What follows belongs to an exercise in optimizing a design on an open flow for small area and a short achievable clock period; a production flow would make more cautious choices.
The RTL was checked by simulation tests, not by an equivalence proof against the original design.
Power and IR drop assume default switching activity.

<file path="design/flow/config.mk">
export PLATFORM = sky130hd
export DESIGN_NAME = top
export DESIGN_NICKNAME = top
export VERILOG_FILES = /design/flow/design.v
export SDC_FILE = /design/flow/constraint.sdc
export NUM_CORES = 4
export LEC_CHECK = 0
export CAP_MARGIN = 20
export CORE_MARGIN = 2
export CORE_UTILIZATION = 40
export PLACE_DENSITY = 0.6
export SETUP_SLACK_MARGIN = 2.0
export SLEW_MARGIN = 20
</file>
<file path="design/flow/constraint.sdc">
create_clock -name core_clock -period 5.0 [get_ports {clk}]
set_input_delay 1.0000 -clock core_clock [delete_from_list [all_inputs] [get_ports {clk}]]
set_output_delay 1.0000 -clock core_clock [all_outputs]
set_load 0.01 [all_outputs]
</file>
<file path="design/flow/design.v">
module PE
#(parameter DATA_WIDTH=8)
(
    input clk,
    input rst_n,
    input en,                        
    input en_next,                   
    input [7:0] data_in,
    input [7:0] weights_in,
    output reg [15:0] S,
    output reg [15:0] C,
    output reg ready
);
reg [4:0] cnt;
wire c27 = (cnt == 5'd27);
always @(posedge clk)
begin
    if (en & ~c27)
        cnt <= cnt + 1'b1;
    else
        cnt <= 5'd0;
end
reg take, clr;
always @(posedge clk or negedge rst_n)
begin
    if (!rst_n) begin
        ready <= 1'b0;
        take <= 1'b0;
        clr <= 1'b1;
    end else begin
        ready <= c27;
        clr <= c27;
        take <= en_next & ~(en & (cnt == 5'd26));
    end
end
wire [63:0] pp;
genvar gi, gj;
generate
for (gi = 0; gi < 8; gi = gi + 1) begin : g_pp
    for (gj = 0; gj < 8; gj = gj + 1) begin : g_ppj
        assign pp[gi*8+gj] = data_in[gi] & weights_in[gj] & take;
    end
end
endgenerate
wire [15:0] s0 = clr ? 16'd0 : S;
wire [15:0] c0 = clr ? 16'd0 : C;
wire t1 = pp[7] ^ pp[14];
wire t2 = pp[7] & pp[14];
wire t3 = pp[15] ^ pp[22];
wire t4 = pp[15] & pp[22];
wire t5 = pp[4] ^ pp[11];
wire t6 = pp[4] & pp[11];
wire t7 = pp[5] ^ pp[12] ^ pp[19];
wire t8 = (pp[5] & pp[12]) | (pp[5] & pp[19]) | (pp[12] & pp[19]);
wire t9 = pp[26] ^ pp[33];
wire t10 = pp[26] & pp[33];
wire t11 = pp[6] ^ pp[13] ^ pp[20];
wire t12 = (pp[6] & pp[13]) | (pp[6] & pp[20]) | (pp[13] & pp[20]);
wire t13 = pp[27] ^ pp[34] ^ pp[41];
wire t14 = (pp[27] & pp[34]) | (pp[27] & pp[41]) | (pp[34] & pp[41]);
wire t15 = pp[48] ^ s0[6];
wire t16 = pp[48] & s0[6];
wire t17 = t1 ^ pp[21] ^ pp[28];
wire t18 = (t1 & pp[21]) | (t1 & pp[28]) | (pp[21] & pp[28]);
wire t19 = pp[35] ^ pp[42] ^ pp[49];
wire t20 = (pp[35] & pp[42]) | (pp[35] & pp[49]) | (pp[42] & pp[49]);
wire t21 = pp[56] ^ s0[7] ^ c0[7];
wire t22 = (pp[56] & s0[7]) | (pp[56] & c0[7]) | (s0[7] & c0[7]);
wire t23 = t3 ^ pp[29] ^ pp[36];
wire t24 = (t3 & pp[29]) | (t3 & pp[36]) | (pp[29] & pp[36]);
wire t25 = pp[43] ^ pp[50] ^ pp[57];
wire t26 = (pp[43] & pp[50]) | (pp[43] & pp[57]) | (pp[50] & pp[57]);
wire t27 = s0[8] ^ c0[8] ^ t2;
wire t28 = (s0[8] & c0[8]) | (s0[8] & t2) | (c0[8] & t2);
wire t29 = pp[23] ^ pp[30] ^ pp[37];
wire t30 = (pp[23] & pp[30]) | (pp[23] & pp[37]) | (pp[30] & pp[37]);
wire t31 = pp[44] ^ pp[51] ^ pp[58];
wire t32 = (pp[44] & pp[51]) | (pp[44] & pp[58]) | (pp[51] & pp[58]);
wire t33 = s0[9] ^ c0[9] ^ t4;
wire t34 = (s0[9] & c0[9]) | (s0[9] & t4) | (c0[9] & t4);
wire t35 = pp[31] ^ pp[38] ^ pp[45];
wire t36 = (pp[31] & pp[38]) | (pp[31] & pp[45]) | (pp[38] & pp[45]);
wire t37 = pp[52] ^ pp[59] ^ s0[10];
wire t38 = (pp[52] & pp[59]) | (pp[52] & s0[10]) | (pp[59] & s0[10]);
wire t39 = pp[39] ^ pp[46] ^ pp[53];
wire t40 = (pp[39] & pp[46]) | (pp[39] & pp[53]) | (pp[46] & pp[53]);
wire t41 = pp[2] ^ pp[9];
wire t42 = pp[2] & pp[9];
wire t43 = pp[3] ^ pp[10] ^ pp[17];
wire t44 = (pp[3] & pp[10]) | (pp[3] & pp[17]) | (pp[10] & pp[17]);
wire t45 = pp[24] ^ s0[3];
wire t46 = pp[24] & s0[3];
wire t47 = t5 ^ pp[18] ^ pp[25];
wire t48 = (t5 & pp[18]) | (t5 & pp[25]) | (pp[18] & pp[25]);
wire t49 = pp[32] ^ s0[4] ^ c0[4];
wire t50 = (pp[32] & s0[4]) | (pp[32] & c0[4]) | (s0[4] & c0[4]);
wire t51 = t7 ^ t9 ^ pp[40];
wire t52 = (t7 & t9) | (t7 & pp[40]) | (t9 & pp[40]);
wire t53 = s0[5] ^ c0[5] ^ t6;
wire t54 = (s0[5] & c0[5]) | (s0[5] & t6) | (c0[5] & t6);
wire t55 = t11 ^ t13 ^ t15;
wire t56 = (t11 & t13) | (t11 & t15) | (t13 & t15);
wire t57 = c0[6] ^ t8 ^ t10;
wire t58 = (c0[6] & t8) | (c0[6] & t10) | (t8 & t10);
wire t59 = t17 ^ t19 ^ t21;
wire t60 = (t17 & t19) | (t17 & t21) | (t19 & t21);
wire t61 = t12 ^ t14 ^ t16;
wire t62 = (t12 & t14) | (t12 & t16) | (t14 & t16);
wire t63 = t23 ^ t25 ^ t27;
wire t64 = (t23 & t25) | (t23 & t27) | (t25 & t27);
wire t65 = t18 ^ t20 ^ t22;
wire t66 = (t18 & t20) | (t18 & t22) | (t20 & t22);
wire t67 = t29 ^ t31 ^ t33;
wire t68 = (t29 & t31) | (t29 & t33) | (t31 & t33);
wire t69 = t24 ^ t26 ^ t28;
wire t70 = (t24 & t26) | (t24 & t28) | (t26 & t28);
wire t71 = t35 ^ t37 ^ c0[10];
wire t72 = (t35 & t37) | (t35 & c0[10]) | (t37 & c0[10]);
wire t73 = t30 ^ t32 ^ t34;
wire t74 = (t30 & t32) | (t30 & t34) | (t32 & t34);
wire t75 = t39 ^ pp[60] ^ s0[11];
wire t76 = (t39 & pp[60]) | (t39 & s0[11]) | (pp[60] & s0[11]);
wire t77 = c0[11] ^ t36 ^ t38;
wire t78 = (c0[11] & t36) | (c0[11] & t38) | (t36 & t38);
wire t79 = pp[47] ^ pp[54] ^ pp[61];
wire t80 = (pp[47] & pp[54]) | (pp[47] & pp[61]) | (pp[54] & pp[61]);
wire t81 = s0[12] ^ c0[12] ^ t40;
wire t82 = (s0[12] & c0[12]) | (s0[12] & t40) | (c0[12] & t40);
wire t83 = pp[55] ^ pp[62] ^ s0[13];
wire t84 = (pp[55] & pp[62]) | (pp[55] & s0[13]) | (pp[62] & s0[13]);
wire t85 = pp[1] ^ pp[8];
wire t86 = pp[1] & pp[8];
wire t87 = t41 ^ pp[16] ^ s0[2];
wire t88 = (t41 & pp[16]) | (t41 & s0[2]) | (pp[16] & s0[2]);
wire t89 = t43 ^ t45 ^ c0[3];
wire t90 = (t43 & t45) | (t43 & c0[3]) | (t45 & c0[3]);
wire t91 = t47 ^ t49 ^ t44;
wire t92 = (t47 & t49) | (t47 & t44) | (t49 & t44);
wire t93 = t51 ^ t53 ^ t48;
wire t94 = (t51 & t53) | (t51 & t48) | (t53 & t48);
wire t95 = t55 ^ t57 ^ t52;
wire t96 = (t55 & t57) | (t55 & t52) | (t57 & t52);
wire t97 = t59 ^ t61 ^ t56;
wire t98 = (t59 & t61) | (t59 & t56) | (t61 & t56);
wire t99 = t63 ^ t65 ^ t60;
wire t100 = (t63 & t65) | (t63 & t60) | (t65 & t60);
wire t101 = t67 ^ t69 ^ t64;
wire t102 = (t67 & t69) | (t67 & t64) | (t69 & t64);
wire t103 = t71 ^ t73 ^ t68;
wire t104 = (t71 & t73) | (t71 & t68) | (t73 & t68);
wire t105 = t75 ^ t77 ^ t72;
wire t106 = (t75 & t77) | (t75 & t72) | (t77 & t72);
wire t107 = t79 ^ t81 ^ t76;
wire t108 = (t79 & t81) | (t79 & t76) | (t81 & t76);
wire t109 = t83 ^ c0[13] ^ t80;
wire t110 = (t83 & c0[13]) | (t83 & t80) | (c0[13] & t80);
wire t111 = pp[63] ^ s0[14] ^ c0[14];
wire t112 = (pp[63] & s0[14]) | (pp[63] & c0[14]) | (s0[14] & c0[14]);
wire t113 = pp[0] ^ s0[0];
wire t114 = pp[0] & s0[0];
wire t115 = t85 ^ s0[1] ^ c0[1];
wire t116 = (t85 & s0[1]) | (t85 & c0[1]) | (s0[1] & c0[1]);
wire t117 = t87 ^ c0[2] ^ t86;
wire t118 = (t87 & c0[2]) | (t87 & t86) | (c0[2] & t86);
wire t119 = t89 ^ t42 ^ t88;
wire t120 = (t89 & t42) | (t89 & t88) | (t42 & t88);
wire t121 = t91 ^ t46 ^ t90;
wire t122 = (t91 & t46) | (t91 & t90) | (t46 & t90);
wire t123 = t93 ^ t50 ^ t92;
wire t124 = (t93 & t50) | (t93 & t92) | (t50 & t92);
wire t125 = t95 ^ t54 ^ t94;
wire t126 = (t95 & t54) | (t95 & t94) | (t54 & t94);
wire t127 = t97 ^ t58 ^ t96;
wire t128 = (t97 & t58) | (t97 & t96) | (t58 & t96);
wire t129 = t99 ^ t62 ^ t98;
wire t130 = (t99 & t62) | (t99 & t98) | (t62 & t98);
wire t131 = t101 ^ t66 ^ t100;
wire t132 = (t101 & t66) | (t101 & t100) | (t66 & t100);
wire t133 = t103 ^ t70 ^ t102;
wire t134 = (t103 & t70) | (t103 & t102) | (t70 & t102);
wire t135 = t105 ^ t74 ^ t104;
wire t136 = (t105 & t74) | (t105 & t104) | (t74 & t104);
wire t137 = t107 ^ t78 ^ t106;
wire t138 = (t107 & t78) | (t107 & t106) | (t78 & t106);
wire t139 = t109 ^ t82 ^ t108;
wire t140 = (t109 & t82) | (t109 & t108) | (t82 & t108);
wire t141 = t111 ^ t84 ^ t110;
wire t142 = (t111 & t84) | (t111 & t110) | (t84 & t110);
wire t143 = s0[15] ^ c0[15] ^ t112;
wire t144 = (s0[15] & c0[15]) | (s0[15] & t112) | (c0[15] & t112);
wire [15:0] s_n = {t143, t141, t139, t137, t135, t133, t131, t129, t127, t125, t123, t121, t119, t117, t115, t113};
wire [15:0] c_n = {t142, t140, t138, t136, t134, t132, t130, t128, t126, t124, t122, t120, t118, t116, t114, c0[0]};
always @(posedge clk)
begin
    S <= s_n;
    C <= c_n;
end
endmodule
module input_bus
#(parameter BUS_WIDTH=8, parameter TAPS=3)
(
    input clk,
    input rst_n,
    input en,
    input [BUS_WIDTH-1:0] data,
    output reg [2:0] en_l,
    output [3*BUS_WIDTH-1:0] data_l
);
always @(posedge clk or negedge rst_n)
begin
    if (!rst_n)
        en_l <= 3'b000;
    else
        en_l <= {en_l[1:0], en};
end
reg [BUS_WIDTH-1:0] d0, d1;
wire [BUS_WIDTH-1:0] d2;
always @(posedge clk)
begin
    d0 <= data;
    d1 <= d0;
end
generate
if (TAPS > 2) begin : g_t2
    reg [BUS_WIDTH-1:0] d2r;
    always @(posedge clk)
        d2r <= d1;
    assign d2 = d2r;
end else begin : g_not2
    assign d2 = {BUS_WIDTH{1'b0}};
end
endgenerate
assign data_l = {d2, d1, d0};
endmodule
module obuffer
#(parameter DATA_WIDTH=8)
(
    input clk,
    input rst_n,
    input p0_ready,
    input p1_ready,
    input p2_ready,
    input [2*DATA_WIDTH-1:0] p0_s,
    input [2*DATA_WIDTH-1:0] p0_c,
    input [2*DATA_WIDTH-1:0] p1_s,
    input [2*DATA_WIDTH-1:0] p1_c,
    input [2*DATA_WIDTH-1:0] p2_s,
    input [2*DATA_WIDTH-1:0] p2_c,
    output reg empty,
    output reg full,
    input rd_en,
    output reg [2*DATA_WIDTH-1:0] data_rdout,
    output reg errout
);
reg [2*DATA_WIDTH-1:0] mem [0:8];
reg [3:0] wr_addr, rd_addr, count;
wire any = p0_ready | p1_ready | p2_ready;
wire two = (p0_ready & p1_ready) | (p0_ready & p2_ready) | (p1_ready & p2_ready);
wire wr = any & ~full;
wire rd = rd_en & ~empty;
wire [3:0] count_inc = count + 1'b1;
wire [3:0] count_dec = count - 1'b1;
wire count_is8 = (count == 4'd8);
wire count_is1 = (count == 4'd1);
wire [2*DATA_WIDTH-1:0] ws = ({2*DATA_WIDTH{p0_ready}} & p0_s)
                           | ({2*DATA_WIDTH{p1_ready}} & p1_s)
                           | ({2*DATA_WIDTH{p2_ready}} & p2_s);
wire [2*DATA_WIDTH-1:0] wc = ({2*DATA_WIDTH{p0_ready}} & p0_c)
                           | ({2*DATA_WIDTH{p1_ready}} & p1_c)
                           | ({2*DATA_WIDTH{p2_ready}} & p2_c);
wire [2*DATA_WIDTH-1:0] wdata = ws + wc;
always @(posedge clk)
    if (wr & ~two)
        mem[wr_addr] <= wdata;
always @(posedge clk or negedge rst_n)
begin
    if (!rst_n) begin
        wr_addr <= 4'd0;
        rd_addr <= 4'd0;
        count <= 4'd0;
        empty <= 1'b1;
        full <= 1'b0;
        errout <= 1'b0;
        data_rdout <= 'd0;
    end else begin
        if (wr)
            wr_addr <= (wr_addr == 4'd8) ? 4'd0 : wr_addr + 1'b1;
        if (rd) begin
            rd_addr <= (rd_addr == 4'd8) ? 4'd0 : rd_addr + 1'b1;
            data_rdout <= mem[rd_addr];
        end
        if (wr & two)
            errout <= 1'b1;
        if (wr & ~rd) begin
            count <= count_inc;
            empty <= 1'b0;
            full <= count_is8;
        end else if (rd & ~wr) begin
            count <= count_dec;
            empty <= count_is1;
            full <= 1'b0;
        end
    end
end
endmodule
module top(
    clk,
    rst_n,
    ifm0,
    ifm1,
    ifm2,
    ifm0_en,
    ifm1_en,
    ifm2_en,
    w0,
    w1,
    w2,
    w0_en,
    w1_en,
    w2_en,
    obf0_rd_en,
    obf1_rd_en,
    obf2_rd_en,
    obf0_empty,
    obf1_empty,
    obf2_empty,
    obf0_full,
    obf1_full,
    obf2_full,
    obf0_err,
    obf1_err,
    obf2_err,
    obf0_out,
    obf1_out,
    obf2_out
);
parameter DATA_WIDTH=8;
input clk,rst_n;
input ifm0_en,ifm1_en,ifm2_en;
input w0_en,w1_en,w2_en;
input [DATA_WIDTH-1:0] ifm0,ifm1,ifm2;
input [DATA_WIDTH-1:0] w0,w1,w2;
input obf0_rd_en,obf1_rd_en,obf2_rd_en;
output obf0_empty,obf1_empty,obf2_empty;
output obf0_full,obf1_full,obf2_full;
output obf0_err,obf1_err,obf2_err;
output [2*DATA_WIDTH-1:0] obf0_out,obf1_out,obf2_out;
localparam DW = DATA_WIDTH;
wire [2:0] fen [0:2];
wire [2:0] wen [0:2];
wire [3*DW-1:0] fd [0:2];
wire [3*DW-1:0] wd [0:2];
wire [DW-1:0] ifm_in [0:2];
wire [DW-1:0] w_in [0:2];
wire ifm_en_in [0:2];
wire w_en_in [0:2];
assign ifm_in[0] = ifm0; assign ifm_in[1] = ifm1; assign ifm_in[2] = ifm2;
assign w_in[0] = w0; assign w_in[1] = w1; assign w_in[2] = w2;
assign ifm_en_in[0] = ifm0_en; assign ifm_en_in[1] = ifm1_en; assign ifm_en_in[2] = ifm2_en;
assign w_en_in[0] = w0_en; assign w_en_in[1] = w1_en; assign w_en_in[2] = w2_en;
genvar i, j;
generate
for (i = 0; i < 3; i = i + 1) begin : g_bus
    input_bus #(.BUS_WIDTH(DW), .TAPS(3)) ifm_bus (
        .clk(clk), .rst_n(rst_n), .en(ifm_en_in[i]), .data(ifm_in[i]),
        .en_l(fen[i]), .data_l(fd[i]));
    input_bus #(.BUS_WIDTH(DW), .TAPS(3)) w_bus (
        .clk(clk), .rst_n(rst_n), .en(w_en_in[i]), .data(w_in[i]),
        .en_l(wen[i]), .data_l(wd[i]));
end
endgenerate
wire [2*DW-1:0] pe_s [0:8];
wire [2*DW-1:0] pe_c [0:8];
wire [8:0] pe_rdy;
generate
for (i = 0; i < 3; i = i + 1) begin : g_row
    for (j = 0; j < 3; j = j + 1) begin : g_col
        wire fn = (j == 0) ? ifm_en_in[i] : fen[i][(j == 0 ? 0 : j - 1)];
        wire wn = (i == 0) ? w_en_in[j] : wen[j][(i == 0 ? 0 : i - 1)];
        PE #(.DATA_WIDTH(DW)) pe (
            .clk(clk),
            .rst_n(rst_n),
            .en(fen[i][j] & wen[j][i]),
            .en_next(fn & wn),
            .data_in(fd[i][j*DW +: DW]),
            .weights_in(wd[j][i*DW +: DW]),
            .S(pe_s[3*i+j]),
            .C(pe_c[3*i+j]),
            .ready(pe_rdy[3*i+j])
        );
    end
end
endgenerate
obuffer #(.DATA_WIDTH(DW)) obf0(
    .clk(clk), .rst_n(rst_n),
    .p0_ready(pe_rdy[0]), .p1_ready(pe_rdy[3]), .p2_ready(pe_rdy[6]),
    .p0_s(pe_s[0]), .p0_c(pe_c[0]), .p1_s(pe_s[3]), .p1_c(pe_c[3]),
    .p2_s(pe_s[6]), .p2_c(pe_c[6]),
    .empty(obf0_empty), .full(obf0_full), .rd_en(obf0_rd_en),
    .data_rdout(obf0_out), .errout(obf0_err)
);
obuffer #(.DATA_WIDTH(DW)) obf1(
    .clk(clk), .rst_n(rst_n),
    .p0_ready(pe_rdy[1]), .p1_ready(pe_rdy[4]), .p2_ready(pe_rdy[7]),
    .p0_s(pe_s[1]), .p0_c(pe_c[1]), .p1_s(pe_s[4]), .p1_c(pe_c[4]),
    .p2_s(pe_s[7]), .p2_c(pe_c[7]),
    .empty(obf1_empty), .full(obf1_full), .rd_en(obf1_rd_en),
    .data_rdout(obf1_out), .errout(obf1_err)
);
obuffer #(.DATA_WIDTH(DW)) obf2(
    .clk(clk), .rst_n(rst_n),
    .p0_ready(pe_rdy[2]), .p1_ready(pe_rdy[5]), .p2_ready(pe_rdy[8]),
    .p0_s(pe_s[2]), .p0_c(pe_c[2]), .p1_s(pe_s[5]), .p1_c(pe_c[5]),
    .p2_s(pe_s[8]), .p2_c(pe_c[8]),
    .empty(obf2_empty), .full(obf2_full), .rd_en(obf2_rd_en),
    .data_rdout(obf2_out), .errout(obf2_err)
);
endmodule
</file>
<file path="design/flow/run.sh">
#!/bin/bash
# synth_recipe.tcl (not shown) runs the flow's synth.tcl, then flattens the netlist and writes it again
# the make line also repeats each setting of config.mk as NAME=value (left out here)
make -C /OpenROAD-flow-scripts/flow DESIGN_CONFIG=/design/flow/config.mk WORK_HOME=/design/flow/orfs CLKGATE_MAP_FILE= SYNTH_SCRIPT=/design/flow/synth_recipe.tcl finish
</file>
==> metrics.md, run 1 <==
| Metric | Value |
|---|---|
| Cell Chain, Critical Path | buf_12 -> and3_4 -> ha_4 -> inv_2 -> fa_1 -> inv_2 -> fa_1 -> fa_1 -> fa_2 |
| Synth Register Bits | 1038 |
| Clock Skew | 0.0677 ns |
| Worst hold path class | in -> async |
| Max H-tree Level | 3 |
| Nets | 5529 |
| Slew @ Worst Pin | 1.10 ns |
| Met3 Use GR | 0.0283 |
| Largest net degree at the start of global routing | 103 |
| Pre-CTS WS | 1.27 ns |
| Most used cell, CP | fa_1 |
| I/O pin total | 116 |
| Power Dens Cells | 422 mW/mm^2 |
| Headroom to the max-slew limit | 0.265 |
| Final Wtd Congestion | 0.860 |
| Final worst slack | 1.81 ns |
| Sequential area share after synthesis | 0.469 |
| Cells after synthesis | 4477 |
| MaxCap Viol Count | 0 |
| Final period util | 0.639 |
| Grt met1 use | 0.274 |
| Synth warnings | 4 |
| NetSw | 9220 uW |
| Placed Area | 0.0581 mm^2 |
| TritonCTS Sinks | 1038 |
| Via density | 5.25 |
| Routed via count | 34800 |
| Most frequent cells in the layout | inv_1 (543), edfxtp_1 (432), fa_1 (417) |
| Final TNS setup | 0 ns |
| Synth top area cells | edfxtp_1 (24%), fa_1 (20%), dfxtp_1 (17%), dfrtp_1 (5.7%), inv_1 (4.2%) |
| Antenna violation net count after detailed routing | 0 |
| Die Y-Extent | 375 um |
| Async SR Flop Fraction | 0.133 |
| Average wire per standard cell | 20.7 um |
| Latest clock arrival within the worst-skew pair | 0.75 ns |
| CTS root buf | clkbuf_16 |
| Cell Area, Synth | 0.0550 mm^2 |
| Crit path launch type | flop |
| Syn Area/Cell | 12.3 um^2 |
| Detailed Route Iter0 Violations | 2937 |
| Max Slew Vio Count | 0 |
| Pre-antenna DRT Iters | 9 |
| # rows | 136 |
| Post-synth cell types | 64 |
| # fillers | 11900 |
| GR peak layer | met2 |
| Final min period | 3.19 ns |
| Commonest non-fill, non-tap cell in the layout | inv_1 |
| Initial Utilization | 0.402 |
| Setup-failing EPs final | 0 |
| WL final | 137000 um |
| RSZ-0062 raised after global routing | true |
| Status | timing/DRC/antenna clean |
| Share of layout cells above drive strength 1 | 0.219 |
| Clock network power share | 0.306 |
| Reg power frac | 0.415 |
| Die W | 375 um |
| Yosys top cell area share | 0.236 |
| Clock-pin slew on the worst setup and hold paths | 0.06 ns |
| Number of CTS-inserted buffers | 113 |
| Max Root-Sink Buffers | 3 |
| Crit Path Category | reg -> reg |
| Fmax | 313 MHz |
| Ys flop type | dfxtp_1 |
| Area Growth Syn to Fin | 20.7% |
| Initial antenna violation count | 10 |
| R2r setup slk | 1.81 ns |
| Crit path DAT | 3.78 ns |
| Post-synth EDFFs | 432 |
| Final Hold Fails | 0 |
| Critical-path top delay cell | fa_1 |
| Remaining DRCs | 0 |
| Global route overflow | 0 |
| Worst-path maximum fanout | 6 |
| Vias in the first global route | 36600 |
| Finished Cell Area | 0.0665 mm^2 |
| First-pass GRT wire length | 215000 um |
| Cell taking the most area after synthesis | edfxtp_1 |
| Detailed Place HPWL | 91700 um |
| Syn Nets | 5271 |
| Switching Share | 0.329 |
| TritonCTS clock tree | done |
| Comb power frac | 0.279 |
| Leakage power | 0.0279 uW |
| IO buf count | 115 |
| Crit path capture type | flop |
| GRT Util Overall | 0.197 |
| Internal power | 18800 uW |
| Met2 usage | 0.321 |
| VDD IR-drop max | 0.291 mV |
| Core ar. | 0.137 mm^2 |
| DIE AREA | 0.141 mm^2 |
| WP data required | 5.59 ns |
| Max incr delay on CP | 0.53 ns |
[power groups by stage]
stage | Clock, uW | Sequential (uW) | Combinational [uW]
3_3_place_gp | 0 | 11800 | 7150
5_1_grt | 9130 | 11800 | 9150
3_5_place_dp | 0 | 11800 | 7400
4_1_cts | 8780 | 11600 | 7700
2_1_floorplan | 0 | 11000 | 5630
6_report | 8590 | 11600 | 7820
[stage by stage]
step	cells	hold WS (ns)	util	power [uW]
2_1_floorplan	4477	0.348	-	16600
3_3_place_gp	6241	0.409	0.424	18900
3_5_place_dp	6241	0.410	0.424	19200
4_1_cts	6567	0.130	0.470	28100
5_1_grt	6631	0.161	0.485	30000
6_report	6632	0.155	0.485	28000
[cell type report]
type	instances	area (um^2)	share of cell area
antenna	3	7.51	0.000113
clock buffer	156	3190	0.0480
multi-input combinational	2637	28300	0.426
timing repair buffer	322	3680	0.0554
tap	1794	2240	0.0338
sequential	1038	26000	0.391
inverter	623	2340	0.0352
clock inverter	59	698	0.0105
[path summary, 6_finish.rpt]
| kind | start | end | cells after the start |
|---|---|---|---|
| max in group asynchronous | rst_n | g_row[1].g_col[0].pe.take | 2 |
| setup / recovery | g_row[0].g_col[1].pe.take | g_row[0].g_col[1].pe.S[7] | 9 |
| hold / removal | rst_n | obf1.data_rdout[5] | 1 |
| min in group core_clock | g_bus[2].w_bus.d0[2] | g_bus[2].w_bus.d1[2] | 0 |
| setup reg to reg | g_row[0].g_col[1].pe.take | g_row[0].g_col[1].pe.S[7] | 9 |
| hold reg to reg | g_bus[2].w_bus.d0[2] | g_bus[2].w_bus.d1[2] | 0 |
[per-layer routing]
layer  routed length, um  vias up
li1                    -    15600
met1               59700    17900
met2               66200     1082
met3                8380      194
met4                3150        0
met5                   0        -
[cell families after synthesis]
logic type               Yosys count  synth area share
adder cells (fa/ha/maj)          735             0.244
flip-flops                      1038             0.469
XOR/XNOR                          94            0.0150
buffers and inverters            805            0.0558
AO/OA/AOI/OAI                    422            0.0510
multiplexers                     105            0.0411
AND/OR/NAND/NOR                 1278             0.125
[synthesized netlist by cell type, drive strengths merged, types with 24 or more instances]
cell	instances
a222oi	87
mux4	96
nand3	212
xor2	40
edfxtp	432
buf	24
dfxtp	468
xnor2	54
a21oi	140
fa	561
nor2	86
and2	27
ha	174
nor2b	133
nand2b	139
clkbuf	158
nand2	272
o21ai	110
inv	620
and3	359
dfrtp	126
[sequential cells by signal, indices dropped and copies added (netlist names), 16 cells and up]
register / flops
g_bus.ifm_bus.d0: 24
g_bus.ifm_bus.d1: 24
g_bus.ifm_bus.g_t2.d2r: 24
g_bus.w_bus.d0: 24
g_bus.w_bus.d1: 24
g_bus.w_bus.g_t2.d2r: 24
g_row.g_col.pe.C: 135
g_row.g_col.pe.S: 144
g_row.g_col.pe.cnt: 45
obf0.data_rdout: 16
obf0.mem: 144
obf1.data_rdout: 16
obf1.mem: 144
obf2.data_rdout: 16
obf2.mem: 144
[worst max-delay path: cells and delay by family (launching register included)]
family	cells	cell delay, ns
adder cells (fa/ha/maj)	5	2.16
buffers and inverters	3	0.24
flip-flops	1	0.46
AND/OR/NAND/NOR	1	0.17
[what timing repair did]
| item | CTS | global route |
|---|---|---|
| pin swaps | 116 | 173 |
| setup endpoints to repair | 562 | 395 |
| buffers inserted | 96 | 52 |
| cloned | 15 | 10 |
| gates resized for setup | 351 | 373 |
| hold buffers | 0 | 0 |
==> inputs of run 2 (changes only) <==
--- a/design/flow/config.mk
+++ b/design/flow/config.mk
@@ -10,4 +10,3 @@
 export CORE_UTILIZATION = 40
 export PLACE_DENSITY = 0.6
-export SETUP_SLACK_MARGIN = 2.0
 export SLEW_MARGIN = 20
==> run 2 against run 1 <==
Net effect: die area is the same; core utilization shrank 3.3 points; cell count shrank 2.7%; routed wire length shrank 4.2%; power shrank 1.4%.
==> metrics.md, run 2 <==
| Metric | Value |
|---|---|
| Status | timing/DRC/antenna clean |
| Top cells by count, synth | inv_1 (617), fa_1 (561), dfxtp_1 (468) |
| Max Root-Sink Buffers | 3 |
| Critical-path top delay cell | xor2_1 |
| DIE AREA | 0.141 mm^2 |
| TritonCTS Sinks | 1038 |
| Vias in the first global route | 35800 |
| Ys flop type | dfxtp_1 |
| Die W | 375 um |
| Initial antenna violation count | 1 |
| Synth warnings | 4 |
| GRT Util Overall | 0.193 |
| Number of CTS-inserted buffers | 111 |
| Share of layout cells above drive strength 1 | 0.0772 |
| Power Dens Cells | 446 mW/mm^2 |
| Worst-path maximum fanout | 26 |
| Crit path launch type | flop |
| Cells after synthesis | 4477 |
| # rows | 136 |
| Average wire per standard cell | 20.4 um |
| Setup-failing EPs final | 0 |
| # fillers | 12400 |
| Routed via count | 33500 |
| Via density | 5.19 |
| WP data required | 5.39 ns |
| Leakage power | 0.0269 uW |
| Core ar. | 0.137 mm^2 |
| Final Wtd Congestion | 0.885 |
| IO buf count | 115 |
| Clock-pin slew on the worst setup and hold paths | 0.06 ns |
| I/O pin total | 116 |
| MaxCap Viol Count | 0 |
| Slew @ Worst Pin | 1.12 ns |
| TritonCTS clock tree | done |
| Largest net degree at the start of global routing | 56 |
| WL final | 132000 um |
| Remaining DRCs | 0 |
| Pre-antenna DRT Iters | 9 |
| Placed Area | 0.0581 mm^2 |
| Sequential area share after synthesis | 0.469 |
| Syn Nets | 5271 |
| CTS root buf | clkbuf_16 |
| Post-synth cell types | 64 |
| Critical path's top delay family | compound AO/OA/AOI/OAI gates |
| Initial Utilization | 0.402 |
| Latest clock arrival within the worst-skew pair | 0.74 ns |
| Cell taking the most area after synthesis | edfxtp_1 |
| Final Hold Fails | 0 |
| Area Growth Syn to Fin | 12.5% |
| Crit Path Category | reg -> reg |
| CTS Hold Bufs | 0 |
| Register area | 0.0258 mm^2 |
| Most frequent cells in the layout | inv_1 (617), fa_1 (561), dfxtp_1 (468) |
| Cell Area, Synth | 0.0550 mm^2 |
| Final period util | 0.768 |
| Crit path DAT | 4.23 ns |
| Headroom to the max-slew limit | 0.256 |
| Detailed Route Iter0 Violations | 2827 |
| Async SR Flop Fraction | 0.133 |
| Fmax | 260 MHz |
| Syn Area/Cell | 12.3 um^2 |
| Area of the multi-input gates | 0.0262 mm^2 |
| Max incr delay on CP | 0.58 ns |
| Yosys top cell area share | 0.236 |
| CTS resizes | 0 |
| VDD IR-drop max | 0.324 mV |
| Worst hold path class | in -> async |
| Post-CTS Setup Bufs | 0 |
| RSZ-0062 raised after global routing | false |
| Global route overflow | 0 |
| Detailed Place HPWL | 93900 um |
| Final min period | 3.84 ns |
| Final TNS setup | 0 ns |
| Nets | 5359 |
| Cell Chain, Critical Path | buf_4 -> a222oi_1 -> inv_1 -> ha_1 -> a211oi_1 -> o21ai_1 -> a31o_2 -> a2111oi_0 -> a21oi_1 -> xor2_1 |
| Antenna violation net count after detailed routing | 0 |
| Max Slew Vio Count | 0 |
| Count leader, synth | inv_1 |
| Crit path buf inv count | 2 |
| Synth Register Bits | 1038 |
| Synth top area cells | edfxtp_1 (24%), fa_1 (20%), dfxtp_1 (17%), dfrtp_1 (5.7%), inv_1 (4.2%) |
| Commonest non-fill, non-tap cell in the layout | inv_1 |
| Diodes inserted | 0 |
| Finished Cell Area | 0.0619 mm^2 |
| Max H-tree Level | 3 |
| Crit path capture type | flop |
| Clock Skew | 0.0538 ns |
| Die Y-Extent | 375 um |
| Post-synth EDFFs | 432 |
| First-pass GRT wire length | 211000 um |
-- run 2: cell types whose count changed in the layout (fill, tap and decap cells not counted), moves of 57 or more --
| cell | delta |
|---|---|
| fa_1 | +144 |
| buf_4 | -58 |
| dfxtp_1 | +57 |
| and3_4 | -75 |
| inv_2 | -74 |
| inv_1 | +74 |
| fa_2 | -144 |
| and3_1 | +75 |
-- run 2: layout make-up --
| cell class | count | area share |
|---|---|---|
| Multi-Input combinational cell | 2634 | 0.423 |
| Clock buffer | 142 | 0.0485 |
| Timing Repair Buffer | 157 | 0.0239 |
| Clock inverter | 67 | 0.0137 |
| Tap cell | 1794 | 0.0363 |
| Sequential cell | 1038 | 0.417 |
| Inverter | 623 | 0.0378 |
-- run 2: path summary, 6_finish.rpt --
check                                                 from                         end  slack [ns]  cells after the start
worst min register to register      g_bus[2].w_bus.en_l[1]      g_bus[2].w_bus.en_l[2]        0.43                      0
worst max-delay path            g_row[0].g_col[1].pe.ready             obf1.mem[8][14]        1.16                     10
max in group asynchronous                            rst_n             obf0.rd_addr[0]        3.74                      2
min in group core_clock             g_bus[2].w_bus.en_l[1]      g_bus[2].w_bus.en_l[2]        0.43                      0
worst max register to register  g_row[0].g_col[1].pe.ready             obf1.mem[8][14]        1.16                     10
worst min-delay path                                 rst_n  g_row[0].g_col[2].pe.ready        0.18                      1
-- run 2: metal layers --
metal | track usage | wire length [um]
met2 | 0.331 | 65900
met5 | 0 | 10
met4 | 0.0673 | 4600
met1 | 0.251 | 54900
met3 | 0.0268 | 6250
-- run 2: metrics by stage --
stage | setup slack [ns] | std cells | util | hold slack (ns) | total power (uW)
after floorplan | 1.79 | 4477 | - | 0.348 | 16600
after global routing | 0.777 | 6455 | 0.452 | 0.155 | 29700
after detailed placement | 1.16 | 6246 | 0.424 | 0.419 | 19300
after CTS | 1.14 | 6455 | 0.452 | 0.140 | 28000
after global placement | 1.18 | 6246 | 0.424 | 0.415 | 19000
final | 1.16 | 6455 | 0.452 | 0.175 | 27600
-- run 2: cells by family (layout without fill, tap and decap cells) --
logic type	after synthesis	count (layout)	share of synthesized area
adder cells (fa/ha/maj)	735	735	0.244
buffers and inverters	805	989	0.0558
multiplexers	105	105	0.0411
XOR/XNOR	94	94	0.0150
AND/OR/NAND/NOR	1278	1278	0.125
AO/OA/AOI/OAI	422	422	0.0510
flip-flops	1038	1038	0.469
-- run 2: where the power goes --
| part | leakage, uW | internal, uW | switching, uW |
|---|---|---|---|
| clock network | 0.00186 | 5010 | 3550 |
| logic | 0.0157 | 3320 | 4000 |
| registers | 0.00935 | 10200 | 1570 |

-- what the ideal ports hide --
In the flow no input, the clock included, has a driving cell. The finished layouts below were timed again as built, in two steps.
Step 1 sets driving cells, clkbuf_16 on the clock port and buf_2 on the other inputs (assumed; they add their load-dependent delay and slew).
Step 2 adds t to the input delays and takes it off the output delays; t is the mean of the earliest and latest rising clock arrival at the registers after step 1. Input paths then give back, and output paths get back, about the clock's delay inside the block.
Three values: ideal ports, drivers, drivers and shift; two values: the first two.
run | t (ns) | slack for setup (ns) | worst setup path at the end
run 1 | 0.802 | 1.807 / 1.807 / 1.468 | input to register
run 2 | 0.790 | 1.160 / 1.160 / 1.160 | register to register
After both steps every run listed still meets setup and hold. The setup slack of run 1, which loses most, moves by 0.000 ns with the drivers and by -0.339 ns with both steps.
